From an optimization exercise on the open Yosys and OpenROAD flow, aimed at small area and a short achievable clock period; shortcuts taken in it are not production practice.
RTL that was checked went through simulation tests only; none was proved equivalent to the original.
For run 3, only the layout was checked, not whether the RTL still works.
No activity file was given, so power comes from the tool's default toggle rates.

--- design.v ---
module resolve(
	input [3:0] s0,
	input [4:0] s1, s2, s3, s4,
	input [3:0] s5,
	output [23:0] digits
);
	function [5:0] split;      
		input [4:0] s;
		reg [4:0] u;
		begin
			u = (s >= 5'd20) ? s - 5'd20 : (s >= 5'd10) ? s - 5'd10 : s;
			split = {(s >= 5'd20) ? 2'd2 : (s >= 5'd10) ? 2'd1 : 2'd0, u[3:0]};
		end
	endfunction
	wire [5:0] q1 = split(s1);
	wire [5:0] q2 = split(s2);
	wire [5:0] q3 = split(s3);
	wire [5:0] q4 = split(s4);
	wire [3:0] w0 = s0;
	wire [3:0] w1 = q1[3:0];
	wire [3:0] w2 = q2[3:0] + q1[5:4];
	wire [3:0] w3 = q3[3:0] + q2[5:4];
	wire [3:0] w4 = q4[3:0] + q3[5:4];
	wire [3:0] w5 = s5 + q4[5:4];
	wire k1 = (w1 >= 4'd10) ? 1'b1 : 1'b0;
	wire k2 = (w2 >= 4'd10) | ((w2 == 4'd9) & k1);
	wire k3 = (w3 >= 4'd10) | ((w3 == 4'd9) & k2);
	wire k4 = (w4 >= 4'd10) | ((w4 == 4'd9) & k3);
	function [3:0] dig;
		input [3:0] w;
		input k;
		dig = (w + k >= 4'd10) ? w + k - 4'd10 : w + k;
	endfunction
	assign digits = {dig(w5, k4), dig(w4, k3), dig(w3, k2), dig(w2, k1), dig(w1, 1'b0), w0};
endmodule
module colDigits(
	input [7:0] bin,
	output [1:0] h,
	output [3:0] t,
	output [3:0] o
);
	function [3:0] add3;
		input [3:0] d;
		case (d)
			4'd5: add3 = 4'd8;
			4'd6: add3 = 4'd9;
			4'd7: add3 = 4'd10;
			4'd8: add3 = 4'd11;
			4'd9: add3 = 4'd12;
			4'd10, 4'd11, 4'd12, 4'd13, 4'd14, 4'd15: add3 = 4'bxxxx;
			default: add3 = d;
		endcase
	endfunction
	reg [19:0] s;
	integer i, d;
	always @(*) begin
		s = {12'd0, bin};
		for (i = 0; i < 8; i = i + 1) begin
			for (d = 0; d < 3; d = d + 1)
				s[8 + 4*d +: 4] = add3(s[8 + 4*d +: 4]);
			s = s << 1;
		end
	end
	assign o = s[11:8];
	assign t = s[15:12];
	assign h = s[17:16];
endmodule
module seg7 (
	input [3:0] number,
	output reg [6:0] hex
);
	always @(*)
		case (number)
			4'd0: hex = 7'b1000000;
			4'd1: hex = 7'b1111001;
			4'd2: hex = 7'b0100100;
			4'd3: hex = 7'b0110000;
			4'd4: hex = 7'b0011001;
			4'd5: hex = 7'b0010010;
			4'd6: hex = 7'b0000010;
			4'd7: hex = 7'b1111000;
			4'd8: hex = 7'b0000000;
			4'd9: hex = 7'b0011000;
			default: hex = 7'b1111111;
		endcase
endmodule
module calculator(
	input Clock,
	input [3:0] a0, a1, a2,
	input [3:0] b0, b1, b2,
	input signA,
	input zeroA,             
	input signB,
	input zeroB,
	input sameMag,           
	input lessMag,           
	input [3:0] operator,
	output reg [3:0] s0,
	output reg [4:0] s1, s2, s3, s4,
	output reg [3:0] s5,
	output reg sign,
	output reg high0         
);
	wire isMul = (operator == 4'd13);
	wire load = (operator[3:2] == 2'b11) && (operator[1:0] != 2'b00);
	wire negA = signA & ~zeroA;
	wire negB = signB & ~zeroB;
	wire effB = negB ^ (operator[1:0] == 2'b10);
	wire diff = ~isMul & (negA ^ effB);      
	wire swap = diff & lessMag;               
	wire invB = diff & ~lessMag;              
	wire [3:0] bb0 = isMul ? b0 : {swap, 2'b00, 1'b1};
	wire [3:0] bb1 = isMul ? b1 : {swap, 2'b00, swap};
	wire [3:0] bb2 = isMul ? b2 : {swap, 2'b00, swap};
	wire [3:0] e0 = isMul ? 4'd0 : invB ? 4'd9 - b0 : b0;
	wire [3:0] e1 = isMul ? 4'd0 : invB ? 4'd9 - b1 : b1;
	wire [3:0] e2 = isMul ? 4'd0 : invB ? 4'd9 - b2 : b2;
	wire [6:0] c0;
	wire [7:0] c1, c2, c3;
	wire [6:0] c4;
	columns u_col (a0, a1, a2, bb0, bb1, bb2, e0, e1, e2, invB, c0, c1, c2, c3, c4);
	wire [1:0] h0, h1, h2, h3, h4;
	wire [3:0] t0, t1, t2, t3, t4;
	wire [3:0] o0, o1, o2, o3, o4;
	colDigits u_d0 ({1'b0, c0}, h0, t0, o0);
	colDigits u_d1 (c1, h1, t1, o1);
	colDigits u_d2 (c2, h2, t2, o2);
	colDigits u_d3 (c3, h3, t3, o3);
	colDigits u_d4 ({1'b0, c4}, h4, t4, o4);
	wire [4:0] n1 = o1 + t0;
	wire [4:0] n2 = o2 + t1 + h0;
	wire [4:0] n3 = o3 + t2 + h1;
	wire [4:0] n4 = o4 + t3 + h2;
	wire [3:0] n5 = t4 + h3;
	wire nextSign = isMul ? (negA ^ negB) :
	                diff ? (swap ? effB : (negA & ~sameMag)) : negA;
	always @(posedge Clock)
		if (load) begin
			s0 <= o0;
			s1 <= n1;
			s2 <= n2;
			s3 <= n3;
			s4 <= n4;
			s5 <= n5;
			sign <= nextSign;
			high0 <= diff;
		end
endmodule
module columns(
	input [3:0] a0, a1, a2,
	input [3:0] b0, b1, b2,
	input [3:0] e0, e1, e2,
	input cin,
	output [6:0] c0,
	output [7:0] c1, c2, c3,
	output [6:0] c4
);
	wire k1 = (a0[0] & b0[2]) ^ (a0[1] & b0[1]);
	wire k2 = (a0[0] & b0[2]) & (a0[1] & b0[1]);
	wire k3 = ((a0[0] & b0[3]) | (a0[1] & b0[2])) ^ ((a0[2] & b0[1]) | (a0[3] & b0[0]));
	wire k4 = ((a0[0] & b0[3]) | (a0[1] & b0[2])) & ((a0[2] & b0[1]) | (a0[3] & b0[0]));
	wire k5 = (a0[0] & b0[0]) ^ e0[0];
	wire k6 = (a0[0] & b0[0]) & e0[0];
	wire k7 = (a0[0] & b0[1]) ^ (a0[1] & b0[0]) ^ e0[1];
	wire k8 = ((a0[0] & b0[1]) & (a0[1] & b0[0])) | ((a0[0] & b0[1]) & e0[1]) | ((a0[1] & b0[0]) & e0[1]);
	wire k9 = k1 ^ (a0[2] & b0[0]) ^ e0[2];
	wire k10 = (k1 & (a0[2] & b0[0])) | (k1 & e0[2]) | ((a0[2] & b0[0]) & e0[2]);
	wire k11 = k2 ^ k3 ^ e0[3];
	wire k12 = (k2 & k3) | (k2 & e0[3]) | (k3 & e0[3]);
	wire k13 = k4 ^ ((a0[1] & b0[3]) | (a0[2] & b0[2]) | (a0[3] & b0[1]));
	wire k14 = k4 & ((a0[1] & b0[3]) | (a0[2] & b0[2]) | (a0[3] & b0[1]));
	assign c0 = {(a0[3] & b0[3]), k14, k12, k10, k8, k6, k5} + {1'b0, ((a0[2] & b0[3]) | (a0[3] & b0[2])), k13, k11, k9, k7, cin};
	wire k15 = (a0[0] & b1[2]) ^ (a0[1] & b1[1]);
	wire k16 = (a0[0] & b1[2]) & (a0[1] & b1[1]);
	wire k17 = (a0[0] & b1[1]) ^ (a0[1] & b1[0]);
	wire k18 = (a0[0] & b1[1]) & (a0[1] & b1[0]);
	wire k19 = k15 ^ (a0[2] & b1[0]) ^ (a1[0] & b0[2]);
	wire k20 = (k15 & (a0[2] & b1[0])) | (k15 & (a1[0] & b0[2])) | ((a0[2] & b1[0]) & (a1[0] & b0[2]));
	wire k21 = (a1[1] & b0[1]) ^ (a1[2] & b0[0]);
	wire k22 = (a1[1] & b0[1]) & (a1[2] & b0[0]);
	wire k23 = k16 ^ ((a0[0] & b1[3]) | (a0[1] & b1[2])) ^ ((a0[2] & b1[1]) | (a0[3] & b1[0]));
	wire k24 = (k16 & ((a0[0] & b1[3]) | (a0[1] & b1[2]))) | (k16 & ((a0[2] & b1[1]) | (a0[3] & b1[0]))) | (((a0[0] & b1[3]) | (a0[1] & b1[2])) & ((a0[2] & b1[1]) | (a0[3] & b1[0])));
	wire k25 = ((a1[0] & b0[3]) | (a1[1] & b0[2])) ^ ((a1[2] & b0[1]) | (a1[3] & b0[0])) ^ e1[3];
	wire k26 = (((a1[0] & b0[3]) | (a1[1] & b0[2])) & ((a1[2] & b0[1]) | (a1[3] & b0[0]))) | (((a1[0] & b0[3]) | (a1[1] & b0[2])) & e1[3]) | (((a1[2] & b0[1]) | (a1[3] & b0[0])) & e1[3]);
	wire k27 = k17 ^ (a1[0] & b0[1]);
	wire k28 = k17 & (a1[0] & b0[1]);
	wire k29 = k18 ^ k19 ^ k21;
	wire k30 = (k18 & k19) | (k18 & k21) | (k19 & k21);
	wire k31 = k20 ^ k22 ^ k23;
	wire k32 = (k20 & k22) | (k20 & k23) | (k22 & k23);
	wire k33 = k24 ^ k26 ^ ((a0[1] & b1[3]) | (a0[2] & b1[2]) | (a0[3] & b1[1]));
	wire k34 = (k24 & k26) | (k24 & ((a0[1] & b1[3]) | (a0[2] & b1[2]) | (a0[3] & b1[1]))) | (k26 & ((a0[1] & b1[3]) | (a0[2] & b1[2]) | (a0[3] & b1[1])));
	wire k35 = (a0[0] & b1[0]) ^ (a1[0] & b0[0]);
	wire k36 = (a0[0] & b1[0]) & (a1[0] & b0[0]);
	wire k37 = k27 ^ (a1[1] & b0[0]) ^ e1[1];
	wire k38 = (k27 & (a1[1] & b0[0])) | (k27 & e1[1]) | ((a1[1] & b0[0]) & e1[1]);
	wire k39 = k28 ^ k29 ^ e1[2];
	wire k40 = (k28 & k29) | (k28 & e1[2]) | (k29 & e1[2]);
	wire k41 = k30 ^ k31 ^ k25;
	wire k42 = (k30 & k31) | (k30 & k25) | (k31 & k25);
	wire k43 = k32 ^ k33 ^ ((a1[1] & b0[3]) | (a1[2] & b0[2]) | (a1[3] & b0[1]));
	wire k44 = (k32 & k33) | (k32 & ((a1[1] & b0[3]) | (a1[2] & b0[2]) | (a1[3] & b0[1]))) | (k33 & ((a1[1] & b0[3]) | (a1[2] & b0[2]) | (a1[3] & b0[1])));
	wire k45 = k34 ^ ((a0[2] & b1[3]) | (a0[3] & b1[2])) ^ ((a1[2] & b0[3]) | (a1[3] & b0[2]));
	wire k46 = (k34 & ((a0[2] & b1[3]) | (a0[3] & b1[2]))) | (k34 & ((a1[2] & b0[3]) | (a1[3] & b0[2]))) | (((a0[2] & b1[3]) | (a0[3] & b1[2])) & ((a1[2] & b0[3]) | (a1[3] & b0[2])));
	wire k47 = (a0[3] & b1[3]) ^ (a1[3] & b0[3]);
	wire k48 = (a0[3] & b1[3]) & (a1[3] & b0[3]);
	assign c1 = {k48, k46, k44, k42, k40, k38, k36, k35} + {1'b0, k47, k45, k43, k41, k39, k37, e1[0]};
	wire k49 = (a0[0] & b2[2]) ^ (a0[1] & b2[1]);
	wire k50 = (a0[0] & b2[2]) & (a0[1] & b2[1]);
	wire k51 = (a0[0] & b2[1]) ^ (a0[1] & b2[0]);
	wire k52 = (a0[0] & b2[1]) & (a0[1] & b2[0]);
	wire k53 = k49 ^ (a0[2] & b2[0]) ^ (a1[0] & b1[2]);
	wire k54 = (k49 & (a0[2] & b2[0])) | (k49 & (a1[0] & b1[2])) | ((a0[2] & b2[0]) & (a1[0] & b1[2]));
	wire k55 = (a1[1] & b1[1]) ^ (a1[2] & b1[0]) ^ (a2[0] & b0[2]);
	wire k56 = ((a1[1] & b1[1]) & (a1[2] & b1[0])) | ((a1[1] & b1[1]) & (a2[0] & b0[2])) | ((a1[2] & b1[0]) & (a2[0] & b0[2]));
	wire k57 = k50 ^ ((a0[0] & b2[3]) | (a0[1] & b2[2])) ^ ((a0[2] & b2[1]) | (a0[3] & b2[0]));
	wire k58 = (k50 & ((a0[0] & b2[3]) | (a0[1] & b2[2]))) | (k50 & ((a0[2] & b2[1]) | (a0[3] & b2[0]))) | (((a0[0] & b2[3]) | (a0[1] & b2[2])) & ((a0[2] & b2[1]) | (a0[3] & b2[0])));
	wire k59 = ((a1[0] & b1[3]) | (a1[1] & b1[2])) ^ ((a1[2] & b1[1]) | (a1[3] & b1[0])) ^ ((a2[0] & b0[3]) | (a2[1] & b0[2]));
	wire k60 = (((a1[0] & b1[3]) | (a1[1] & b1[2])) & ((a1[2] & b1[1]) | (a1[3] & b1[0]))) | (((a1[0] & b1[3]) | (a1[1] & b1[2])) & ((a2[0] & b0[3]) | (a2[1] & b0[2]))) | (((a1[2] & b1[1]) | (a1[3] & b1[0])) & ((a2[0] & b0[3]) | (a2[1] & b0[2])));
	wire k61 = k51 ^ (a1[0] & b1[1]) ^ (a1[1] & b1[0]);
	wire k62 = (k51 & (a1[0] & b1[1])) | (k51 & (a1[1] & b1[0])) | ((a1[0] & b1[1]) & (a1[1] & b1[0]));
	wire k63 = k52 ^ k53 ^ k55;
	wire k64 = (k52 & k53) | (k52 & k55) | (k53 & k55);
	wire k65 = (a2[1] & b0[1]) ^ (a2[2] & b0[0]);
	wire k66 = (a2[1] & b0[1]) & (a2[2] & b0[0]);
	wire k67 = k54 ^ k56 ^ k57;
	wire k68 = (k54 & k56) | (k54 & k57) | (k56 & k57);
	wire k69 = k59 ^ ((a2[2] & b0[1]) | (a2[3] & b0[0])) ^ e2[3];
	wire k70 = (k59 & ((a2[2] & b0[1]) | (a2[3] & b0[0]))) | (k59 & e2[3]) | (((a2[2] & b0[1]) | (a2[3] & b0[0])) & e2[3]);
	wire k71 = k58 ^ k60 ^ ((a0[1] & b2[3]) | (a0[2] & b2[2]) | (a0[3] & b2[1]));
	wire k72 = (k58 & k60) | (k58 & ((a0[1] & b2[3]) | (a0[2] & b2[2]) | (a0[3] & b2[1]))) | (k60 & ((a0[1] & b2[3]) | (a0[2] & b2[2]) | (a0[3] & b2[1])));
	wire k73 = ((a1[1] & b1[3]) | (a1[2] & b1[2]) | (a1[3] & b1[1])) ^ ((a2[1] & b0[3]) | (a2[2] & b0[2]) | (a2[3] & b0[1]));
	wire k74 = ((a1[1] & b1[3]) | (a1[2] & b1[2]) | (a1[3] & b1[1])) & ((a2[1] & b0[3]) | (a2[2] & b0[2]) | (a2[3] & b0[1]));
	wire k75 = ((a0[2] & b2[3]) | (a0[3] & b2[2])) ^ ((a1[2] & b1[3]) | (a1[3] & b1[2]));
	wire k76 = ((a0[2] & b2[3]) | (a0[3] & b2[2])) & ((a1[2] & b1[3]) | (a1[3] & b1[2]));
	wire k77 = (a0[0] & b2[0]) ^ (a1[0] & b1[0]);
	wire k78 = (a0[0] & b2[0]) & (a1[0] & b1[0]);
	wire k79 = k61 ^ (a2[0] & b0[1]) ^ (a2[1] & b0[0]);
	wire k80 = (k61 & (a2[0] & b0[1])) | (k61 & (a2[1] & b0[0])) | ((a2[0] & b0[1]) & (a2[1] & b0[0]));
	wire k81 = k62 ^ k63 ^ k65;
	wire k82 = (k62 & k63) | (k62 & k65) | (k63 & k65);
	wire k83 = k64 ^ k66 ^ k67;
	wire k84 = (k64 & k66) | (k64 & k67) | (k66 & k67);
	wire k85 = k68 ^ k70 ^ k71;
	wire k86 = (k68 & k70) | (k68 & k71) | (k70 & k71);
	wire k87 = k72 ^ k74 ^ k75;
	wire k88 = (k72 & k74) | (k72 & k75) | (k74 & k75);
	wire k89 = k76 ^ (a0[3] & b2[3]) ^ (a1[3] & b1[3]);
	wire k90 = (k76 & (a0[3] & b2[3])) | (k76 & (a1[3] & b1[3])) | ((a0[3] & b2[3]) & (a1[3] & b1[3]));
	wire k91 = k77 ^ (a2[0] & b0[0]);
	wire k92 = k77 & (a2[0] & b0[0]);
	wire k93 = k78 ^ k79 ^ e2[1];
	wire k94 = (k78 & k79) | (k78 & e2[1]) | (k79 & e2[1]);
	wire k95 = k80 ^ k81 ^ e2[2];
	wire k96 = (k80 & k81) | (k80 & e2[2]) | (k81 & e2[2]);
	wire k97 = k82 ^ k83 ^ k69;
	wire k98 = (k82 & k83) | (k82 & k69) | (k83 & k69);
	wire k99 = k84 ^ k85 ^ k73;
	wire k100 = (k84 & k85) | (k84 & k73) | (k85 & k73);
	wire k101 = k86 ^ k87 ^ ((a2[2] & b0[3]) | (a2[3] & b0[2]));
	wire k102 = (k86 & k87) | (k86 & ((a2[2] & b0[3]) | (a2[3] & b0[2]))) | (k87 & ((a2[2] & b0[3]) | (a2[3] & b0[2])));
	wire k103 = k88 ^ k89 ^ (a2[3] & b0[3]);
	wire k104 = (k88 & k89) | (k88 & (a2[3] & b0[3])) | (k89 & (a2[3] & b0[3]));
	assign c2 = {k104, k102, k100, k98, k96, k94, k92, k91} + {k90, k103, k101, k99, k97, k95, k93, e2[0]};
	wire k105 = (a1[0] & b2[2]) ^ (a1[1] & b2[1]) ^ (a1[2] & b2[0]);
	wire k106 = ((a1[0] & b2[2]) & (a1[1] & b2[1])) | ((a1[0] & b2[2]) & (a1[2] & b2[0])) | ((a1[1] & b2[1]) & (a1[2] & b2[0]));
	wire k107 = ((a1[0] & b2[3]) | (a1[1] & b2[2])) ^ ((a1[2] & b2[1]) | (a1[3] & b2[0]));
	wire k108 = ((a1[0] & b2[3]) | (a1[1] & b2[2])) & ((a1[2] & b2[1]) | (a1[3] & b2[0]));
	wire k109 = (a1[0] & b2[1]) ^ (a1[1] & b2[0]);
	wire k110 = (a1[0] & b2[1]) & (a1[1] & b2[0]);
	wire k111 = k105 ^ (a2[0] & b1[2]) ^ (a2[1] & b1[1]);
	wire k112 = (k105 & (a2[0] & b1[2])) | (k105 & (a2[1] & b1[1])) | ((a2[0] & b1[2]) & (a2[1] & b1[1]));
	wire k113 = k106 ^ k107 ^ ((a2[0] & b1[3]) | (a2[1] & b1[2]));
	wire k114 = (k106 & k107) | (k106 & ((a2[0] & b1[3]) | (a2[1] & b1[2]))) | (k107 & ((a2[0] & b1[3]) | (a2[1] & b1[2])));
	wire k115 = k108 ^ ((a1[1] & b2[3]) | (a1[2] & b2[2]) | (a1[3] & b2[1]));
	wire k116 = k108 & ((a1[1] & b2[3]) | (a1[2] & b2[2]) | (a1[3] & b2[1]));
	wire k117 = k109 ^ (a2[0] & b1[1]);
	wire k118 = k109 & (a2[0] & b1[1]);
	wire k119 = k110 ^ k111 ^ (a2[2] & b1[0]);
	wire k120 = (k110 & k111) | (k110 & (a2[2] & b1[0])) | (k111 & (a2[2] & b1[0]));
	wire k121 = k112 ^ k113 ^ ((a2[2] & b1[1]) | (a2[3] & b1[0]));
	wire k122 = (k112 & k113) | (k112 & ((a2[2] & b1[1]) | (a2[3] & b1[0]))) | (k113 & ((a2[2] & b1[1]) | (a2[3] & b1[0])));
	wire k123 = k114 ^ k115 ^ ((a2[1] & b1[3]) | (a2[2] & b1[2]) | (a2[3] & b1[1]));
	wire k124 = (k114 & k115) | (k114 & ((a2[1] & b1[3]) | (a2[2] & b1[2]) | (a2[3] & b1[1]))) | (k115 & ((a2[1] & b1[3]) | (a2[2] & b1[2]) | (a2[3] & b1[1])));
	wire k125 = k116 ^ ((a1[2] & b2[3]) | (a1[3] & b2[2])) ^ ((a2[2] & b1[3]) | (a2[3] & b1[2]));
	wire k126 = (k116 & ((a1[2] & b2[3]) | (a1[3] & b2[2]))) | (k116 & ((a2[2] & b1[3]) | (a2[3] & b1[2]))) | (((a1[2] & b2[3]) | (a1[3] & b2[2])) & ((a2[2] & b1[3]) | (a2[3] & b1[2])));
	wire k127 = (a1[3] & b2[3]) ^ (a2[3] & b1[3]);
	wire k128 = (a1[3] & b2[3]) & (a2[3] & b1[3]);
	assign c3 = {k128, k126, k124, k122, k120, k118, k117, (a1[0] & b2[0])} + {1'b0, k127, k125, k123, k121, k119, (a2[1] & b1[0]), (a2[0] & b1[0])};
	wire k129 = (a2[0] & b2[2]) ^ (a2[1] & b2[1]);
	wire k130 = (a2[0] & b2[2]) & (a2[1] & b2[1]);
	wire k131 = ((a2[0] & b2[3]) | (a2[1] & b2[2])) ^ ((a2[2] & b2[1]) | (a2[3] & b2[0]));
	wire k132 = ((a2[0] & b2[3]) | (a2[1] & b2[2])) & ((a2[2] & b2[1]) | (a2[3] & b2[0]));
	assign c4 = {(a2[3] & b2[3]), ((a2[2] & b2[3]) | (a2[3] & b2[2])), k132, k130, k129, (a2[0] & b2[1]), (a2[0] & b2[0])} + {1'b0, 1'b0, ((a2[1] & b2[3]) | (a2[2] & b2[2]) | (a2[3] & b2[1])), k131, (a2[2] & b2[0]), (a2[1] & b2[0]), 1'b0};
endmodule
module calc_core (
	input clk,
	input [12:0] op_a,       
	input [12:0] op_b,       
	input [3:0] operator,    
	output [6:0] hex0,       
	output [6:0] hex1,
	output [6:0] hex2,
	output [6:0] hex3,
	output [6:0] hex4,
	output [6:0] hex5,       
	output [6:0] hex6        
);
	wire zeroA = (op_a[11:0] == 12'd0);
	wire zeroB = (op_b[11:0] == 12'd0);
	wire sameMag = (op_a[11:0] == op_b[11:0]);
	wire lessMag = (op_a[11:0] < op_b[11:0]);
	wire [3:0] s0, s5;
	wire [4:0] s1, s2, s3, s4;
	wire sign, high0;
	calculator u_calc (clk, op_a[3:0], op_a[7:4], op_a[11:8], op_b[3:0], op_b[7:4], op_b[11:8],
		op_a[12], zeroA, op_b[12], zeroB, sameMag, lessMag, operator,
		s0, s1, s2, s3, s4, s5, sign, high0);
	wire [23:0] d;
	resolve u_res (s0, s1, s2, s3, s4, s5, d);
	wire [23:0] bcd = {d[23:12] & {12{~high0}}, d[11:0]};
	seg7 u_seg0 (bcd[3:0], hex0);
	seg7 u_seg1 (bcd[7:4], hex1);
	seg7 u_seg2 (bcd[11:8], hex2);
	seg7 u_seg3 (bcd[15:12], hex3);
	seg7 u_seg4 (bcd[19:16], hex4);
	seg7 u_seg5 (bcd[23:20], hex5);
	assign hex6 = sign ? 7'b0111111 : 7'b1000000;
endmodule
--- flow/run.sh ---
#!/bin/bash
# Own layout flow: the standard ORFS flow (standard.sh), with synthesis
# mapping logic with flow/abc_area.script and without adder cells, and the
# extra make variables listed one per line in flow/make_args.txt.
set -euo pipefail
WORK=$(pwd)
rm -rf "$WORK/scripts_own"
cp -r "$FLOW_HOME/scripts" "$WORK/scripts_own"
cp "$WORK/flow/abc_area.script" "$WORK/scripts_own/abc_area.script"
ARGS=()
if [ -f "$WORK/flow/make_args.txt" ]; then
  while IFS= read -r line; do
    [ -n "$line" ] && ARGS+=("$line")
  done < "$WORK/flow/make_args.txt"
fi
bash standard.sh finish ABC_AREA=1 ADDER_MAP_FILE= SCRIPTS_DIR="$WORK/scripts_own" "${ARGS[@]}" > "$WORK/flow_make.log" 2>&1
--- flow/abc_area.script ---
strash
dch
map -B 0.9
topo
stime -c
buffer -c
upsize -c
dnsize -c
--- flow/make_args.txt ---
BUFFER_PORTS_ARGS=-buffer_cell sky130_fd_sc_hd__buf_2
--- standard.sh ---
#!/bin/bash
# synth_recipe.tcl (not shown) runs the flow's synth.tcl, then flattens the netlist and writes it again
# the make line also repeats each setting of config.mk as NAME=value (left out here)
make -C /OpenROAD-flow-scripts/flow DESIGN_CONFIG=/design/flow/config.mk WORK_HOME=/design/flow/orfs CLKGATE_MAP_FILE= SYNTH_SCRIPT=/design/flow/synth_recipe.tcl "${@:-finish}"
--- config.mk ---
export PLATFORM = sky130hd
export DESIGN_NAME = calc_core
export DESIGN_NICKNAME = calc_core
export VERILOG_FILES = /design/flow/design.v
export SDC_FILE = /design/flow/constraint.sdc
export NUM_CORES = 4
export LEC_CHECK = 0
export ABC_AREA = 1
export CAP_MARGIN = 20
export CORE_MARGIN = 2
export CORE_UTILIZATION = 50
export SLEW_MARGIN = 20
--- constraint.sdc ---
create_clock -name core_clock -period 20.0 [get_ports {clk}]
set_input_delay 4.0000 -clock core_clock [delete_from_list [all_inputs] [get_ports {clk}]]
set_output_delay 4.0000 -clock core_clock [all_outputs]
set_load 0.01 [all_outputs]
==> results.cfg, run 1 <==
[status]
status = finished clean

[placement]
place_congestion = 0.9628
dpl_hpwl_um = 24620
portBuffers = 79

[pwr]
power.net_switching_mw = 1.150
power_density_mw_per_mm2 = 169.8
seq_power_share_pct = 8.4
p_sw_share_pct = 58.79
internal-power_mw = 0.8060
vdd_ir_drop_max_v = 0.0001012
power_frac_comb_pct = 87.1
clkPwrFrac_pct = 4.5
p_leak_nw = 6.606

[clock_tree]
cts-buffers-inserted = 5
post_cts.resized_instances = 0
cell_chosen_for_the_clock_root = sky130_fd_sc_hd__clkbuf_16
clock_tree.htree_level_count = 2
clk_pin_slew_worst_paths_ns = 0.06
cts_tree = built
clkLatencyLatePin_ns = 0.28
post_cts_hold_buffer_count = 0
max-clock-path-buffers = 2
cts_num_sinks = 37
post_cts.repair.setup_buffers = 0

[sta]
grt_setup_unrepaired = no
hold-worst-slack_ns = 0.6951
timing.final.crit_period_ns = 9.649
setup_viol = 0
hold_viol_final = 0
max_clock_freq_ghz = 0.1036
slew_viol_final = 0
worst_clock_skew_ns = 0.003904
max_slew_margin_pct = 25.43
setup-tns-final_ns = 0
worstMarginPinSlew_ns = 1.104
fin_crit_sh_pct = 48.24

[grt]
grt_antenna_before_repair = 0
grt_pass1_vias = 10600
global_route_wire_length_before_repair_um = 48340
maximum_number_of_pins_on_one_net_before_global_route_repair = 38
overflow = 0
globalRouteTotalUtil_pct = 25.71

[critical_path]
r2r_cells = 9
timing.rr.start = u_calc.s0[0]$_DFFE_PP_
cpPeakStageDelay_ns = 0.57
crit_required_ns = 20.03
cp_max_fo = 15
worst-path-buf-inv = 6
timing.critical_path.max_delay_family = simple AND/OR/NAND/NOR gates
path_class = in -> reg
r2r_slack_ns = 18.53
end_kind = flop
critical_path_arrival_ns = 9.68
cp_slowest_cell = sky130_fd_sc_hd__nor3_4
crit_top_cell = sky130_fd_sc_hd__nand2_1
r2r_end = hex0[0]$_DFF_P_
startpoint_type = input pin

[die]
floorplan.die.height_um = 150.6
die_w_um = 150.6
core-area_mm2 = 0.02109
effective_utilization_at_floorplan_pct = 50.98
i_o_pin_cnt = 80
die_area_mm2 = 0.02269
rows = 53

[drt]
routed-via-count = 12460
met3_routed_length_um = 1567
routed_length_on_met2_um = 13110
drt-total-wl_um = 29190
drt_drc_violations_left = 0
drt_iter0_markers = 652
route.top_layer_used = met4
wl_met1_um = 13910
routed_wire_length_per_instance_um = 12.08
drtPass1Iterations = 5
ant_nets = 0
detail_route.vias_per_cell = 5.157

[yosys]
yosys.area.top_type_share_pct = 25.83
post_synth.cell_area_avg_um2 = 5.174
synth-warning-count = 4
syn_inst = 2078
synth_async_sr_flop_share_pct = 0
synth_area_leaders = sky130_fd_sc_hd__nand2_1, sky130_fd_sc_hd__inv_1, sky130_fd_sc_hd__nand3_1
synth_enable_flop_cells = 30
post_synth_num_cell_types = 65
ys_seq_elements = 37
netlist_area_mm2 = 0.01075
ys_seq_area_share_pct = 9.682
synthDominantAreaCellType = sky130_fd_sc_hd__nand2_1
synth_flop_cell = sky130_fd_sc_hd__edfxtp_1
synthesized_net_count = 2109

[cells_and_area]
nets = 2170
layout_commonest_cell = sky130_fd_sc_hd__nand2_1
antenna_cells_inserted = 0
utilization_pct = 54.62
layout-drive-gt1-share_pct = 15.28
final_cell_mix = sky130_fd_sc_hd__nand2_1, sky130_fd_sc_hd__inv_1, sky130_fd_sc_hd__nand3_1
area_delta_synth_final_pct = 7.133

[worst_hold_path]
min_to = hex0[2]$_DFF_P_
hold_path_depth = 3
hold_class = reg -> reg
worstHoldStart = u_calc.s0[2]$_DFFE_PP_

[flow_run]
max_capacitance_violation_count = 0
final cells by class:
type,instances,area [µm²]
flip-flops and latches,37,1041
clock buffers,7,163.9
fillers,2223,9569
well taps,275,344.1
repair buffers,80,402.9
inverters,351,1323
multi-input cells,1664,8238
clock inverters,1,6.256
cells in the mapped netlist, drive strengths merged (2+ instances only):
cell and count:
nor3b 3, o21bai 4, nand4 36, a21boi 7, dfxtp 7, nor2 204
nand2 823, nand3 237, buf 18, nand3b 10, a31oi 2, or2 13
o311ai 2, nor3 24, a22oi 3, o22ai 25, o211ai 5, clkbuf 8
edfxtp 30, inv 348, clkinv 3, xor2 46, xnor2 24, a21oi 65
o21ai 110, o21a 5, a211oi 2, o31ai 3, a21o 2
tightest hold or removal path, cell delays in order, from the launching register on:
cell and delay (ns):
sky130_fd_sc_hd__edfxtp_1 0.32, sky130_fd_sc_hd__nand2_1 0.06, sky130_fd_sc_hd__nand2_2 0.15, sky130_fd_sc_hd__o21ai_0 0.11
through the flow:
| stage | total power [mW] | area (µm²) | setup slack (ns) | instances |
|---|---|---|---|---|
| after detailed placement | 1.866 | 11350 | 10.15 | 2407 |
| after global routing | 2.222 | 11520 | 9.629 | 2415 |
| after floorplan | 1.497 | 10750 | 11.50 | 2078 |
| after global placement | 1.845 | 11350 | 10.14 | 2407 |
| final | 1.956 | 11520 | 10.35 | 2415 |
| after CTS | 1.962 | 11520 | 10.41 | 2415 |
state kept, by name, indices dropped and copies added (netlist names):
| name | flops |
|---|---|
| u_calc.s2 | 5 |
| u_calc.s4 | 5 |
| u_calc.high0 | 1 |
| hex0 | 7 |
| u_calc.s1 | 5 |
| u_calc.s5 | 4 |
| u_calc.sign | 1 |
| u_calc.s3 | 5 |
| u_calc.s0 | 4 |
cell families (layout without fill, tap and decap cells):
group | count (synthesis) | count (layout) | synth area share, %
AND/OR/NAND/NOR | 1351 | 1351 | 56.70
buffers and inverters | 377 | 439 | 13.80
AO/OA/AOI/OAI | 241 | 241 | 13.56
XOR/XNOR | 71 | 71 | 6.156
flip-flops | 37 | 37 | 9.682
adder cells (fa/ha/maj) | 1 | 1 | 0.1047
per-layer routing:
layer  vias up  global-route usage, %
met5         -                      0
li1       6722                      -
met2       320                  44.95
met4         0                  5.935
met1      5369                  34.65
met3        44                  1.606
worst max-delay path by stage:
stage                      startpoint                      to  slack, ns  depth (start not counted)
final                     operator[3]  u_calc.s2[4]$_DFFE_PP_      10.35                         45
after global routing      operator[3]  u_calc.s2[4]$_DFFE_PP_       9.63                         51
after CTS                 operator[3]  u_calc.s2[4]$_DFFE_PP_      10.41                         48
after detailed placement  operator[3]  u_calc.s2[4]$_DFFE_PP_      10.15                         48
after global placement    operator[3]  u_calc.s2[4]$_DFFE_PP_      10.14                         43
after floorplan               op_a[9]  u_calc.s3[4]$_DFFE_PP_      11.50                         49
power by group through the flow:
stage / Clock [mW] / Sequential [mW] / Combinational, mW
4_1_cts: 0.0906 / 0.164 / 1.71
6_report: 0.0889 / 0.164 / 1.70
3_3_place_gp: 0 / 0.165 / 1.68
5_1_grt: 0.0935 / 0.168 / 1.96
2_1_floorplan: 0 / 0.165 / 1.33
3_5_place_dp: 0 / 0.166 / 1.70
==> run 2: changes to the inputs <==
--- a/config.mk
+++ b/config.mk
@@ -8,5 +8,5 @@
 export ABC_AREA = 1
 export CAP_MARGIN = 20
 export CORE_MARGIN = 2
-export CORE_UTILIZATION = 50
+export CORE_UTILIZATION = 60
 export SLEW_MARGIN = 20
==> results.cfg, run 2 <==
[grt]
maximum_number_of_pins_on_one_net_before_global_route_repair = 38
overflow = 0
grt_antenna_before_repair = 1
globalRouteTotalUtil_pct = 29.40
global_route_wire_length_before_repair_um = 46000
grt_pass1_vias = 10490

[placement]
dp_worst_setup_slack_ns = 10.25
place_congestion = 1.028
dpl_hpwl_um = 23320
portBuffers = 79

[sta]
worstMarginPinSlew_ns = 0.7573
setup_viol = 0
slew_viol_final = 0
grt_setup_unrepaired = no
fin_crit_sh_pct = 48.23
hold_viol_final = 0
max_clock_freq_ghz = 0.1037
setup-tns-final_ns = 0
worst_clock_skew_ns = 0.002847
max_slew_margin_pct = 48.71
timing.final.crit_period_ns = 9.647
setup_slack_ns = 10.35

[clock_tree]
clock_tree.htree_level_count = 2
cts_tree = built
post_cts.resized_instances = 0
post_cts_hold_buffer_count = 0
post_cts.repair.setup_buffers = 0
cts-buffers-inserted = 5
max-clock-path-buffers = 2
cts_num_sinks = 37
clkLatencyLatePin_ns = 0.29
cell_chosen_for_the_clock_root = sky130_fd_sc_hd__clkbuf_16
clk_pin_slew_worst_paths_ns = 0.07

[die]
floorplan.die.height_um = 137.9
die_area_mm2 = 0.01901
i_o_pin_cnt = 80
core-area_mm2 = 0.01742
rows = 48
die_w_um = 137.9
effective_utilization_at_floorplan_pct = 61.73

[cells_and_area]
area_delta_synth_final_pct = 6.866
multi_input_area_mm2 = 0.008238
nets = 2170
antenna_cells_inserted = 0
layout-drive-gt1-share_pct = 15.28
final_cell_mix = sky130_fd_sc_hd__nand2_1, sky130_fd_sc_hd__inv_1, sky130_fd_sc_hd__nand3_1
largest_register_ff_count = 7
filler_cell_count = 1757
ff_latch_area_mm2 = 0.001041
layout_commonest_cell = sky130_fd_sc_hd__nand2_1

[yosys]
synthesized_net_count = 2109
yosys.area.top_type_share_pct = 25.83
post_synth_num_cell_types = 65
yosys.cell_count.top_type = sky130_fd_sc_hd__nand2_1
synthDominantAreaCellType = sky130_fd_sc_hd__nand2_1
synth-compound-area-share_pct = 13.56
post_synth_fa_ha_maj_area_fraction_pct = 0.1047
synth_flop_cell = sky130_fd_sc_hd__edfxtp_1
syn_inst = 2078
synthXorXnorAreaFrac_pct = 6.156
post_synth.cell_area_avg_um2 = 5.174
synthSimpleGateAreaFrac_pct = 56.70
ys_seq_area_share_pct = 9.682
synth_async_sr_flop_share_pct = 0
netlist_area_mm2 = 0.01075
ys_seq_elements = 37
synth-warning-count = 4
synth.mux.area_fraction_pct = 0
synth_area_leaders = sky130_fd_sc_hd__nand2_1, sky130_fd_sc_hd__inv_1, sky130_fd_sc_hd__nand3_1
synth_enable_flop_cells = 30
synth_top_family_by_area = simple AND/OR/NAND/NOR gates
netlist_top_cells_count = sky130_fd_sc_hd__nand2_1, sky130_fd_sc_hd__inv_1, sky130_fd_sc_hd__nand3_1

[drt]
detail_route.vias_per_cell = 5.309
drt-total-wl_um = 28190
routed_wire_length_per_instance_um = 11.92
ant_nets = 0
routed-via-count = 12560
drt_drc_violations_left = 0
drt_iter0_markers = 782
drtPass1Iterations = 5

[pwr]
p_leak_nw = 6.618
p_sw_share_pct = 58.97
seq_power_share_pct = 8.3
vdd_ir_drop_max_v = 0.0002538
power.net_switching_mw = 1.165
power_frac_comb_pct = 86.9
clkPwrFrac_pct = 4.9
power_density_mw_per_mm2 = 172.0
internal-power_mw = 0.8109

[critical_path]
crit_top_cell = sky130_fd_sc_hd__nand2_1
path_class = in -> reg
cpPeakStageDelay_ns = 0.56
cp_max_fo = 15
end_kind = flop
startpoint_type = input pin
critical_path_arrival_ns = 9.69
crit_required_ns = 20.04
cp_slowest_cell = sky130_fd_sc_hd__nor3_4

[status]
status = finished clean

[flow_run]
max_capacitance_violation_count = 0

[worst_hold_path]
hold_class = reg -> reg
## run 2: cell counts after synthesis
Identical to the previous run, type by type.
## run 2: critical path: cells and delay by family
kind | cells | cell delay (ns)
compound gates | 4 | 0.61
buf+inv | 5 | 0.73
simple gates | 37 | 4.35
## run 2: final cells by class
type,instances,share of cell area (%)
Tap cell,225,2.450
Multi-Input combinational cell,1664,71.70
Inverter,351,11.51
Timing Repair Buffer,80,3.681
Clock buffer,7,1.525
Clock inverter,1,0.07623
Sequential cell,37,9.060
## run 2: power groups by stage
stage          logic [mW]  registers (mW)  clock network [mW]
2_1_floorplan        1.33           0.165                   0
3_3_place_gp         1.66           0.165                   0
3_5_place_dp         1.69           0.165                   0
4_1_cts              1.71           0.163              0.0961
5_1_grt              1.98           0.167              0.0989
6_report             1.72           0.163              0.0961
## run 2: cell families after synthesis
| logic type | Yosys count |
|---|---|
| AO/OA/AOI/OAI | 241 |
| XOR/XNOR | 71 |
| adder cells (fa/ha/maj) | 1 |
| buffers and inverters | 377 |
| flip-flops | 37 |
| AND/OR/NAND/NOR | 1351 |
## run 2: routing by layer
| metal | part of all wire (%) | up-vias | GRT usage, % |
|---|---|---|---|
| li1 | - | 6725 | - |
| met1 | 46 | 5420 | 37.82 |
| met2 | 45 | 347 | 52.04 |
| met3 | 6.0 | 61 | 2.924 |
| met4 | 2.6 | 2 | 8.447 |
| met5 | 0.035 | - | 0 |
## run 2: path summary, 6_finish.rpt
check / startpoint / to / slack [ns] / cells past startpoint
hold reg to reg: u_calc.s0[2]$_DFFE_PP_ / hex0[2]$_DFF_P_ / 0.68 / 3
setup reg to reg: u_calc.s0[0]$_DFFE_PP_ / hex0[0]$_DFF_P_ / 18.51 / 9
hold / removal: u_calc.s0[2]$_DFFE_PP_ / hex0[2]$_DFF_P_ / 0.68 / 3
setup / recovery: operator[3] / u_calc.s3[3]$_DFFE_PP_ / 10.35 / 46
## run 2: per-stage QoR
stage | util [%] | hold slack (ns) | power, mW | cells | cell area, µm²
finish | 65.97 | 0.6846 | 1.976 | 2365 | 11490
CTS | 65.81 | 0.6818 | 1.971 | 2364 | 11460
floorplan | - | 0.6294 | 1.497 | 2078 | 10750
global placement | 64.76 | 0.6608 | 1.822 | 2356 | 11280
detailed placement | 64.76 | 0.6710 | 1.860 | 2356 | 11280
global route | 65.97 | 0.7462 | 2.246 | 2365 | 11490
==> run 3: changes to the inputs <==
--- a/design.v
+++ b/design.v
@@ -101,11 +101,11 @@
 	output reg sign,
 	output reg high0         
 );
-	wire isMul = (operator == 4'd13);
 	wire load = (operator[3:2] == 2'b11) && (operator[1:0] != 2'b00);
+	wire isMul = operator[0] & ~operator[1];
 	wire negA = signA & ~zeroA;
 	wire negB = signB & ~zeroB;
-	wire effB = negB ^ (operator[1:0] == 2'b10);
+	wire effB = negB ^ (operator[1] & ~operator[0]);
 	wire diff = ~isMul & (negA ^ effB);      
 	wire swap = diff & lessMag;               
 	wire invB = diff & ~lessMag;              
==> results.cfg, run 3 <==
[pwr]
report.power.total_mw = 2.188
power_density_mw_per_mm2 = 195.6
p_leak_nw = 6.414
vdd_ir_drop_max_v = 0.0002143

[sta]
max_clock_freq_ghz = 0.1048
grt_setup_unrepaired = no
worstMarginPinSlew_ns = 0.9325
timing.final.crit_period_ns = 9.539
max_slew_margin_pct = 37.69
slew_viol_final = 0
worst_clock_skew_ns = 0.004134
setup_viol = 0
hold-worst-slack_ns = 0.6596
setup_slack_ns = 10.46
fin_crit_sh_pct = 47.69
hold_viol_final = 0
setup-tns-final_ns = 0

[yosys]
post_synth.cell_area_avg_um2 = 5.267
synth_async_sr_flop_share_pct = 0
syn_inst = 2001
netlist_top_cells_count = sky130_fd_sc_hd__nand2_1, sky130_fd_sc_hd__inv_1, sky130_fd_sc_hd__nor2_1
synth_enable_flop_cells = 30
ys_seq_elements = 37
synth-warning-count = 4
synth_area_leaders = sky130_fd_sc_hd__nand2_1, sky130_fd_sc_hd__inv_1, sky130_fd_sc_hd__nand3_1
netlist_area_mm2 = 0.01054
synthDominantAreaCellType = sky130_fd_sc_hd__nand2_1
post_synth_num_cell_types = 71
yosys.cell_count.top_type = sky130_fd_sc_hd__nand2_1
ys_seq_area_share_pct = 9.878
yosys.area.top_type_share_pct = 23.83
synthesized_net_count = 2032
synth_flop_cell = sky130_fd_sc_hd__edfxtp_1

[clock_tree]
post_cts.repair.setup_buffers = 0
cts-buffers-inserted = 5
clock_tree.htree_level_count = 2
clk_pin_slew_worst_paths_ns = 0.06
post_cts_hold_buffer_count = 0
post_cts.resized_instances = 0
cts_tree = built
clkLatencyLatePin_ns = 0.29
cts_num_sinks = 37
max-clock-path-buffers = 2
cell_chosen_for_the_clock_root = sky130_fd_sc_hd__clkbuf_16

[grt]
gr_busiest_metal = met2
grt_antenna_before_repair = 0
grt_pass1_vias = 10240
global_route_wire_length_before_repair_um = 44620
grt.met1_usage_pct = 36.93
grtUsageMet2_pct = 50.36
globalRouteTotalUtil_pct = 28.62
maximum_number_of_pins_on_one_net_before_global_route_repair = 36
overflow = 0
global_route.usage.met3_pct = 1.704

[drt]
drt-total-wl_um = 26630
drt_iter0_markers = 897
routed-via-count = 11960
ant_nets = 0
routed_wire_length_per_instance_um = 11.67
drt_drc_violations_left = 0
detail_route.vias_per_cell = 5.240
drtPass1Iterations = 6

[die]
effective_utilization_at_floorplan_pct = 61.14
core-area_mm2 = 0.01724
floorplan.die.height_um = 136.5
rows = 48
i_o_pin_cnt = 80
die_area_mm2 = 0.01864
die_w_um = 136.5

[worst_hold_path]
hold_class = reg -> reg
min_to = hex0[3]$_DFF_P_
worstHoldStart = u_calc.s0[3]$_DFFE_PP_
hold_path_depth = 4

[critical_path]
timing.rr.start = u_calc.s0[0]$_DFFE_PP_
r2r_end = hex0[3]$_DFF_P_
r2r_slack_ns = 18.51
timing.critical_path.max_delay_family = simple AND/OR/NAND/NOR gates
end_kind = flop
path_class = in -> reg
worst-path-buf-inv = 8
startpoint_type = input pin
crit_top_cell = sky130_fd_sc_hd__nand2_1
cp_max_fo = 17
crit_required_ns = 20.04
cpPeakStageDelay_ns = 0.39
critical_path_arrival_ns = 9.58
cp_slowest_cell = sky130_fd_sc_hd__nor2_4
r2r_cells = 7

[cells_and_area]
nets = 2087
area_delta_synth_final_pct = 6.174
layout_commonest_cell = sky130_fd_sc_hd__nand2_1
layout-drive-gt1-share_pct = 15.51
filler_cell_count = 1747
antenna_cells_inserted = 0
stdcell_area_mm2 = 0.01119
utilization_pct = 64.92
largest_register_ff_count = 7
stdcell_count = 2282
final_cell_mix = sky130_fd_sc_hd__nand2_1, sky130_fd_sc_hd__inv_1, sky130_fd_sc_hd__nor2_1

[status]
status = finished clean

[placement]
dp_worst_setup_slack_ns = 10.25
dpl_hpwl_um = 22270
place_congestion = 1.010
portBuffers = 79
placed_area_mm2 = 0.01102
post-place-cells = 2274

[flow_run]
max_capacitance_violation_count = 0
-- run 3: cell types whose count changed in the layout (fill, tap and decap cells not counted), sizes merged, moves of 7 or more --
cell / change
nor2: +11
o21ai: -8
a21oi: -7
nand2: -66
a21o: +7
nand3: -29
nor3: -9
xor2: +9
-- run 3: worst max-delay path by stage --
stage                     slack, ns        start                     end  cells past startpoint
final                         10.46  operator[1]  u_calc.s3[3]$_DFFE_PP_                     47
after floorplan               11.54      op_a[5]  u_calc.s1[4]$_DFFE_PP_                     53
after CTS                     10.54  operator[1]  u_calc.s3[3]$_DFFE_PP_                     47
after global placement        10.34  operator[1]  u_calc.s3[3]$_DFFE_PP_                     46
after detailed placement      10.25  operator[1]  u_calc.s3[3]$_DFFE_PP_                     47
after global routing           9.79  operator[0]  u_calc.s3[3]$_DFFE_PP_                     46
-- run 3: worst min-delay path, stage by stage (launching register included) --
cell,delay [ns]
sky130_fd_sc_hd__edfxtp_1,0.32
sky130_fd_sc_hd__nand2_1,0.05
sky130_fd_sc_hd__nand2_1,0.11
sky130_fd_sc_hd__o21ai_0,0.09
sky130_fd_sc_hd__nand2_1,0.06
-- run 3: report_power, final --
part           total (mW)  leakage (nW)  switching (mW)  internal, mW
clock              0.0860        0.0825          0.0320        0.0540
combinational        1.92          6.00            1.23         0.688
sequential          0.181         0.329          0.0192         0.162
total                2.19          6.41            1.28         0.904
-- run 3: routing by layer --
layer | routed length (µm) | part of all wire (%)
met4 | 801 | 3.0
met1 | 12060 | 45
met2 | 12300 | 46
met5 | 0 | 0
met3 | 1468 | 5.5
-- run 3: cell type report --
type | count | area, µm² | area share, %
Clock buffer | 6 | 150.1 | 1.342
Clock inverter | 2 | 15.01 | 0.1342
Inverter | 353 | 1344 | 12.01
Multi-Input combinational cell | 1580 | 7963 | 71.16
Sequential cell | 37 | 1041 | 9.303
Tap cell | 225 | 281.5 | 2.516
Timing Repair Buffer | 79 | 395.4 | 3.533
-- run 3: kinds of logic after synthesis --
group                  Yosys count  share of synthesized area (%)
XOR/XNOR                        79                          7.028
buffers and inverters          384                          14.64
flip-flops                      37                          9.878
AO/OA/AOI/OAI                  244                          14.41
AND/OR/NAND/NOR               1257                          54.04
==> run 4: changes to the inputs <==
--- a/design.v
+++ b/design.v
@@ -4,18 +4,26 @@
 	input [3:0] s5,
 	output [23:0] digits
 );
-	function [5:0] split;      
+	function [4:0] split1;
+		input [4:0] s;
+		reg [4:0] u;
+		begin
+			u = (s >= 5'd10) ? s - 5'd10 : s;
+			split1 = {(s >= 5'd10), u[3:0]};
+		end
+	endfunction
+	function [5:0] split2;
 		input [4:0] s;
 		reg [4:0] u;
 		begin
 			u = (s >= 5'd20) ? s - 5'd20 : (s >= 5'd10) ? s - 5'd10 : s;
-			split = {(s >= 5'd20) ? 2'd2 : (s >= 5'd10) ? 2'd1 : 2'd0, u[3:0]};
+			split2 = {(s >= 5'd20) ? 2'd2 : (s >= 5'd10) ? 2'd1 : 2'd0, u[3:0]};
 		end
 	endfunction
-	wire [5:0] q1 = split(s1);
-	wire [5:0] q2 = split(s2);
-	wire [5:0] q3 = split(s3);
-	wire [5:0] q4 = split(s4);
+	wire [5:0] q1 = {1'b0, split1(s1)};
+	wire [5:0] q2 = {1'b0, split1(s2)};
+	wire [5:0] q3 = {1'b0, split1(s3)};
+	wire [5:0] q4 = split2(s4);
 	wire [3:0] w0 = s0;
 	wire [3:0] w1 = q1[3:0];
 	wire [3:0] w2 = q2[3:0] + q1[5:4];
@@ -65,6 +73,36 @@
 	assign t = s[15:12];
 	assign h = s[17:16];
 endmodule
+module colDigits2(
+	input [6:0] bin,
+	output [3:0] t,
+	output [3:0] o
+);
+	function [3:0] add3;
+		input [3:0] d;
+		case (d)
+			4'd5: add3 = 4'd8;
+			4'd6: add3 = 4'd9;
+			4'd7: add3 = 4'd10;
+			4'd8: add3 = 4'd11;
+			4'd9: add3 = 4'd12;
+			4'd10, 4'd11, 4'd12, 4'd13, 4'd14, 4'd15: add3 = 4'bxxxx;
+			default: add3 = d;
+		endcase
+	endfunction
+	reg [14:0] s;
+	integer i, d;
+	always @(*) begin
+		s = {8'd0, bin};
+		for (i = 0; i < 7; i = i + 1) begin
+			for (d = 0; d < 2; d = d + 1)
+				s[7 + 4*d +: 4] = add3(s[7 + 4*d +: 4]);
+			s = s << 1;
+		end
+	end
+	assign o = s[10:7];
+	assign t = s[14:11];
+endmodule
 module seg7 (
 	input [3:0] number,
 	output reg [6:0] hex
@@ -119,19 +157,19 @@
 	wire [7:0] c1, c2, c3;
 	wire [6:0] c4;
 	columns u_col (a0, a1, a2, bb0, bb1, bb2, e0, e1, e2, invB, c0, c1, c2, c3, c4);
-	wire [1:0] h0, h1, h2, h3, h4;
+	wire [1:0] h1, h2, h3;
 	wire [3:0] t0, t1, t2, t3, t4;
 	wire [3:0] o0, o1, o2, o3, o4;
-	colDigits u_d0 ({1'b0, c0}, h0, t0, o0);
+	colDigits2 u_d0 (c0, t0, o0);
 	colDigits u_d1 (c1, h1, t1, o1);
 	colDigits u_d2 (c2, h2, t2, o2);
 	colDigits u_d3 (c3, h3, t3, o3);
-	colDigits u_d4 ({1'b0, c4}, h4, t4, o4);
+	colDigits2 u_d4 (c4, t4, o4);
 	wire [4:0] n1 = o1 + t0;
-	wire [4:0] n2 = o2 + t1 + h0;
-	wire [4:0] n3 = o3 + t2 + h1;
+	wire [4:0] n2 = o2 + t1;
+	wire [4:0] n3 = o3 + t2 + h1[0];
 	wire [4:0] n4 = o4 + t3 + h2;
-	wire [3:0] n5 = t4 + h3;
+	wire [3:0] n5 = t4 + h3[0];
 	wire nextSign = isMul ? (negA ^ negB) :
 	                diff ? (swap ? effB : (negA & ~sameMag)) : negA;
 	always @(posedge Clock)
--- a/config.mk
+++ b/config.mk
@@ -9,4 +9,5 @@
 export CAP_MARGIN = 20
 export CORE_MARGIN = 2
 export CORE_UTILIZATION = 60
+export CTS_BUF_LIST = sky130_fd_sc_hd__clkbuf_2 sky130_fd_sc_hd__clkbuf_4
 export SLEW_MARGIN = 20
==> results.cfg, run 4 <==
[yosys]
post_synth.cell_area_avg_um2 = 5.186
synth_area_leaders = sky130_fd_sc_hd__nand2_1, sky130_fd_sc_hd__inv_1, sky130_fd_sc_hd__edfxtp_1
ys_seq_elements = 37
synthDominantAreaCellType = sky130_fd_sc_hd__nand2_1
yosys.cell_count.top_type = sky130_fd_sc_hd__nand2_1
synth_flop_cell = sky130_fd_sc_hd__edfxtp_1
synth_enable_flop_cells = 30
yosys.area.top_type_share_pct = 25.74
syn_inst = 1974
netlist_area_mm2 = 0.01024
synth_async_sr_flop_share_pct = 0
synthesized_net_count = 2005
synth-warning-count = 5
ys_seq_area_share_pct = 10.17
post_synth_num_cell_types = 62
netlist_top_cells_count = sky130_fd_sc_hd__nand2_1, sky130_fd_sc_hd__inv_1, sky130_fd_sc_hd__nor2_1

[drt]
detail_route.vias_per_cell = 5.279
ant_nets = 0
drt_iter0_markers = 636
drt_drc_violations_left = 0
routed-via-count = 11900
drtPass1Iterations = 5
drt-total-wl_um = 27270
routed_wire_length_per_instance_um = 12.09

[clock_tree]
cts_num_sinks = 37
clk_pin_slew_worst_paths_ns = 0.12
max-clock-path-buffers = 2
clkLatencyLatePin_ns = 0.36
post_cts_hold_buffer_count = 0
cell_chosen_for_the_clock_root = sky130_fd_sc_hd__clkbuf_4
clock_tree.htree_level_count = 2
post_cts.repair.setup_buffers = 0
cts-buffers-inserted = 5
post_cts.resized_instances = 0
cts_tree = built

[sta]
setup_viol = 0
worst_clock_skew_ns = 0.005935
timing.final.crit_period_ns = 9.374
slew_viol_final = 0
fin_crit_sh_pct = 46.87
setup-tns-final_ns = 0
grt_setup_unrepaired = no
worstMarginPinSlew_ns = 0.5526
hold_viol_final = 0
max_clock_freq_ghz = 0.1067
max_slew_margin_pct = 62.77

[critical_path]
path_class = in -> reg
worst-path-buf-inv = 4
crit_required_ns = 20.13
crit_top_cell = sky130_fd_sc_hd__nand2_1
end_kind = flop
cp_slowest_cell = sky130_fd_sc_hd__o31ai_2
timing.critical_path.max_delay_family = simple AND/OR/NAND/NOR gates
cpPeakStageDelay_ns = 0.36
critical_path_arrival_ns = 9.51
cp_max_fo = 13
startpoint_type = input pin

[grt]
global_route_wire_length_before_repair_um = 45680
maximum_number_of_pins_on_one_net_before_global_route_repair = 37
grt_antenna_before_repair = 1
grt_pass1_vias = 10450
globalRouteTotalUtil_pct = 30.03
overflow = 0

[cells_and_area]
utilization_pct = 65.00
stdcell_count = 2255
layout_commonest_cell = sky130_fd_sc_hd__nand2_1
multi_input_area_mm2 = 0.007855
area_delta_synth_final_pct = 5.671
final_cell_mix = sky130_fd_sc_hd__nand2_1, sky130_fd_sc_hd__inv_1, sky130_fd_sc_hd__nor2_1
nets = 2063
largest_register_ff_count = 7
ff_latch_area_mm2 = 0.001041
layout-drive-gt1-share_pct = 13.23
filler_cell_count = 1685

[pwr]
p_leak_nw = 6.123
power_density_mw_per_mm2 = 185.8
clkPwrFrac_pct = 2.0
power.net_switching_mw = 1.215
report.power.total_mw = 2.010
vdd_ir_drop_max_v = 0.0001839
p_sw_share_pct = 60.46
seq_power_share_pct = 8.6
internal-power_mw = 0.7949
power_frac_comb_pct = 89.3

[die]
i_o_pin_cnt = 80
rows = 47
die_area_mm2 = 0.01812
effective_utilization_at_floorplan_pct = 61.51
core-area_mm2 = 0.01664
floorplan.die.height_um = 134.6
die_w_um = 134.6

[placement]
place_congestion = 0.9986
dpl_hpwl_um = 22800
portBuffers = 79
post-place-cells = 2245

[worst_hold_path]
hold_class = reg -> reg

[flow_run]
max_capacitance_violation_count = 0

[status]
status = finished clean
-- run 4: area by class of cell --
type,count,area share (%)
multi-input cells,1595,72.61
clock inverters,2,0.09253
diodes,2,0.04626
clock buffers,6,0.4164
well taps,220,2.545
repair buffers,81,3.794
inverters,312,10.87
flip-flops and latches,37,9.623
-- run 4: path summary, 6_finish.rpt --
path	from	endpoint	slack, ns	depth (start not counted)
min	u_calc.s0[0]$_DFFE_PP_	hex0[4]$_DFF_P_	0.66	4
max	op_a[10]	u_calc.s3[4]$_DFFE_PP_	10.63	41
max reg2reg	u_calc.s0[2]$_DFFE_PP_	hex0[0]$_DFF_P_	18.65	7
min reg2reg	u_calc.s0[0]$_DFFE_PP_	hex0[4]$_DFF_P_	0.66	4
-- run 4: tightest hold or removal path, delay by kind of cell (launching register included) --
kind / cells / cell delay [ns]
DFF: 1 / 0.34
and+or+nand+nor: 3 / 0.20
AOI/OAI and AO/OA: 1 / 0.10
-- run 4: kinds of logic after synthesis --
family | synth area share [%]
AO/OA/AOI/OAI | 14.79
XOR/XNOR | 6.661
adder cells (fa/ha/maj) | 0.09778
buffers and inverters | 13.13
flip-flops | 10.17
multiplexers | 0.1100
AND/OR/NAND/NOR | 55.05
-- run 4: routing by layer --
| metal | wire, µm | track usage (%) | vias to the layer above |
|---|---|---|---|
| met3 | 1351 | 2.553 | 72 |
| met2 | 12660 | 53.07 | 340 |
| li1 | - | - | 6381 |
| met5 | 0 | 0 | - |
| met1 | 12250 | 37.88 | 5111 |
| met4 | 1000 | 11.58 | 0 |
-- run 4: stage by stage --
| step | hold slack (ns) | setup WS [ns] | cell area (µm²) |
|---|---|---|---|
| after floorplan | 0.5941 | 11.47 | 10240 |
| after global placement | 0.6385 | 10.40 | 10760 |
| after detailed placement | 0.6362 | 10.25 | 10760 |
| after CTS | 0.6641 | 10.63 | 10810 |
| after global routing | 0.7286 | 9.983 | 10820 |
| final | 0.6562 | 10.63 | 10820 |
-- run 4: power groups by stage --
stage	logic (mW)	clock network, mW	registers, mW
after global routing	2.05	0.0449	0.177
final	1.80	0.0409	0.173
after floorplan	1.42	0	0.175
after detailed placement	1.79	0	0.175
after CTS	1.79	0.0417	0.173
after global placement	1.73	0	0.174
==> run 5: changes to the inputs <==
--- a/config.mk
+++ b/config.mk
@@ -9,5 +9,4 @@
 export CAP_MARGIN = 20
 export CORE_MARGIN = 2
 export CORE_UTILIZATION = 60
-export CTS_BUF_LIST = sky130_fd_sc_hd__clkbuf_2 sky130_fd_sc_hd__clkbuf_4
 export SLEW_MARGIN = 20
==> results.cfg, run 5 <==
[clock_tree]
clkLatencyLatePin_ns = 0.28
cts_num_sinks = 37
cell_chosen_for_the_clock_root = sky130_fd_sc_hd__clkbuf_16
clk_pin_slew_worst_paths_ns = 0.06
post_cts.repair.setup_buffers = 0
cts-buffers-inserted = 5
cts_tree = built
max-clock-path-buffers = 2
clock_tree.htree_level_count = 2
post_cts.resized_instances = 0
post_cts_hold_buffer_count = 0

[pwr]
p_leak_nw = 6.164
vdd_ir_drop_max_v = 0.0001951
power_density_mw_per_mm2 = 188.1

[yosys]
ys_seq_elements = 37
synth_enable_flop_cells = 30
post_synth.cell_area_avg_um2 = 5.186
synth_flop_cell = sky130_fd_sc_hd__edfxtp_1
synthesized_net_count = 2005
synthDominantAreaCellType = sky130_fd_sc_hd__nand2_1
yosys.cell_count.top_type = sky130_fd_sc_hd__nand2_1
synth-warning-count = 5
synth_async_sr_flop_share_pct = 0
yosys.area.top_type_share_pct = 25.74
ys_seq_area_share_pct = 10.17
netlist_area_mm2 = 0.01024
post_synth_num_cell_types = 62
synth_area_leaders = sky130_fd_sc_hd__nand2_1, sky130_fd_sc_hd__inv_1, sky130_fd_sc_hd__edfxtp_1
netlist_top_cells_count = sky130_fd_sc_hd__nand2_1, sky130_fd_sc_hd__inv_1, sky130_fd_sc_hd__nor2_1
syn_inst = 1974

[grt]
grt_antenna_before_repair = 0
overflow = 0
globalRouteTotalUtil_pct = 30.00
global_route_wire_length_before_repair_um = 45710
maximum_number_of_pins_on_one_net_before_global_route_repair = 37
grt_pass1_vias = 10450

[critical_path]
timing.critical_path.max_delay_family = simple AND/OR/NAND/NOR gates
critical_path_arrival_ns = 9.52
cp_slowest_cell = sky130_fd_sc_hd__o31ai_2
crit_required_ns = 20.04
cp_max_fo = 13
timing.rr.start = u_calc.s0[2]$_DFFE_PP_
r2r_end = hex0[0]$_DFF_P_
path_class = in -> reg
r2r_cells = 7
startpoint_type = input pin
crit_top_cell = sky130_fd_sc_hd__nand2_1
worst-path-buf-inv = 4
r2r_slack_ns = 18.66
cpPeakStageDelay_ns = 0.36
end_kind = flop

[die]
floorplan.die.height_um = 134.6
die_w_um = 134.6
i_o_pin_cnt = 80
rows = 47
die_area_mm2 = 0.01812
core-area_mm2 = 0.01664
effective_utilization_at_floorplan_pct = 61.51

[sta]
max_clock_freq_ghz = 0.1055
worstMarginPinSlew_ns = 0.5555
timing.final.crit_period_ns = 9.478
setup_viol = 0
setup-tns-final_ns = 0
max_slew_margin_pct = 62.57
grt_setup_unrepaired = no
slew_viol_final = 0
worst_clock_skew_ns = 0.001541
hold_viol_final = 0
fin_crit_sh_pct = 47.39

[drt]
routed-via-count = 11900
drt-total-wl_um = 27270
detail_route.vias_per_cell = 5.282
routed_wire_length_per_instance_um = 12.10
drtPass1Iterations = 5
drt_iter0_markers = 694
ant_nets = 0
drt_drc_violations_left = 0

[status]
status = finished clean

[cells_and_area]
nets = 2063
layout-drive-gt1-share_pct = 13.23
layout_commonest_cell = sky130_fd_sc_hd__nand2_1
antenna_cells_inserted = 0
area_delta_synth_final_pct = 6.539
stdcell_area_mm2 = 0.01091
final_cell_mix = sky130_fd_sc_hd__nand2_1, sky130_fd_sc_hd__inv_1, sky130_fd_sc_hd__nor2_1
largest_register_ff_count = 7

[worst_hold_path]
min_to = hex0[4]$_DFF_P_
hold_class = reg -> reg
hold_path_depth = 4
worstHoldStart = u_calc.s0[0]$_DFFE_PP_

[placement]
portBuffers = 79
place_congestion = 0.9986
dpl_hpwl_um = 22800
placed_area_mm2 = 0.01076

[flow_run]
max_capacitance_violation_count = 0
## run 5: changes by cell type in the layout (fill, tap and decap cells not counted), sizes merged
cell    before  now
clkbuf       6    7
diode        2    0
clkinv       4    3
## run 5: kinds of logic after synthesis
family,after synthesis,synth area share (%)
AOI/OAI and AO/OA,247,14.79
xor gates and xnor gates,72,6.661
adders and majority gates,1,0.09778
buffers and inverters,342,13.13
DFF,37,10.17
muxes,1,0.1100
and+or+nand+nor,1274,55.05
## run 5: tightest hold or removal path, stage by stage, from the launching register on
cell and delay (ns):
sky130_fd_sc_hd__edfxtp_1 0.32, sky130_fd_sc_hd__o21ai_0 0.10, sky130_fd_sc_hd__nand3_1 0.11, sky130_fd_sc_hd__nand2_1 0.05, sky130_fd_sc_hd__nand2_1 0.04
## run 5: area by class of cell
class | count | area, µm²
tap | 220 | 275.3
multi-input combinational | 1595 | 7855
fill | 1678 | 5736
timing repair buffer | 81 | 410.4
inverter | 312 | 1176
clock inverter | 1 | 6.256
sequential | 37 | 1041
clock buffer | 7 | 142.6
## run 5: worst max path at each step
stage	depth (start not counted)	end	slack (ns)	from
2_1_floorplan	45	u_calc.s1[3]$_DFFE_PP_	11.47	op_a[9]
3_3_place_gp	41	u_calc.s3[4]$_DFFE_PP_	10.40	op_a[10]
3_5_place_dp	41	u_calc.s3[4]$_DFFE_PP_	10.25	op_a[10]
4_1_cts	41	u_calc.s3[4]$_DFFE_PP_	10.53	op_a[10]
5_1_grt	51	u_calc.s3[4]$_DFFE_PP_	9.87	operator[0]
6_report	41	u_calc.s3[4]$_DFFE_PP_	10.52	op_a[10]
## run 5: through the flow
step	power, mW	util [%]	instances	worst slack [ns]	hold WS, ns
6_report	2.052	65.54	2253	10.52	0.6552
2_1_floorplan	1.597	-	1974	11.47	0.5941
4_1_cts	2.047	65.54	2253	10.53	0.6534
3_3_place_gp	1.909	64.64	2245	10.40	0.6385
5_1_grt	2.313	65.54	2253	9.875	0.7298
3_5_place_dp	1.961	64.64	2245	10.25	0.6362
## run 5: power by group
group          internal, mW  switching [mW]  total [mW]
Clock                0.0497          0.0299      0.0796
Sequential            0.158          0.0156       0.174
Combinational         0.622            1.18        1.80
Total                 0.830            1.22        2.05
## run 5: per-layer routing
metal,wire length (µm),vias up,part of all wire [%],GRT usage [%]
met3,1636,65,6.0,2.327
met5,0,-,0,0
met2,12700,356,47,53.21
met1,11990,5103,44,38.06
met4,939,0,3.4,10.94
li1,-,6377,-,-

==> static timing again, ports no longer ideal <==
The results above use ideal ports. As a check the final layouts listed here were re-extracted and re-timed, cells and wires unchanged. Step 1 (the two cells are an assumption about what drives the block):
set clk [get_ports {clk}]
set_driving_cell -lib_cell sky130_fd_sc_hd__clkbuf_16 $clk
set_driving_cell -lib_cell sky130_fd_sc_hd__buf_2 [delete_from_list [all_inputs] $clk]
Step 2 also shifts input and output timing later by t, the mid clock arrival at the registers, as if the neighbouring blocks saw the same clock. Slacks: no drivers / after step 1 / after step 2; pairs: no drivers / after step 1.
run	t (ns)	setup slack, ns	latest minus earliest clock arrival (ns)	worst register clock-pin slew, ns
run 1	0.321	10.351 / 10.369 / 10.048	0.012 / 0.012	0.06 / 0.06
run 2	0.326	10.354 / 10.369 / 10.043	0.010 / 0.010	0.07 / 0.07
run 3	0.318	10.461 / 10.478 / 10.161	0.009 / 0.009	0.06 / 0.06
run 4	0.386	10.626 / 10.634 / 10.248	0.016 / 0.016	0.12 / 0.12
run 5	0.316	10.522 / 10.526 / 10.210	0.006 / 0.005	0.06 / 0.06
After both steps setup and hold are still met in every run listed. For run 4, which loses most, drivers alone change the setup slack by +0.008 ns; drivers and shift together by -0.378 ns.
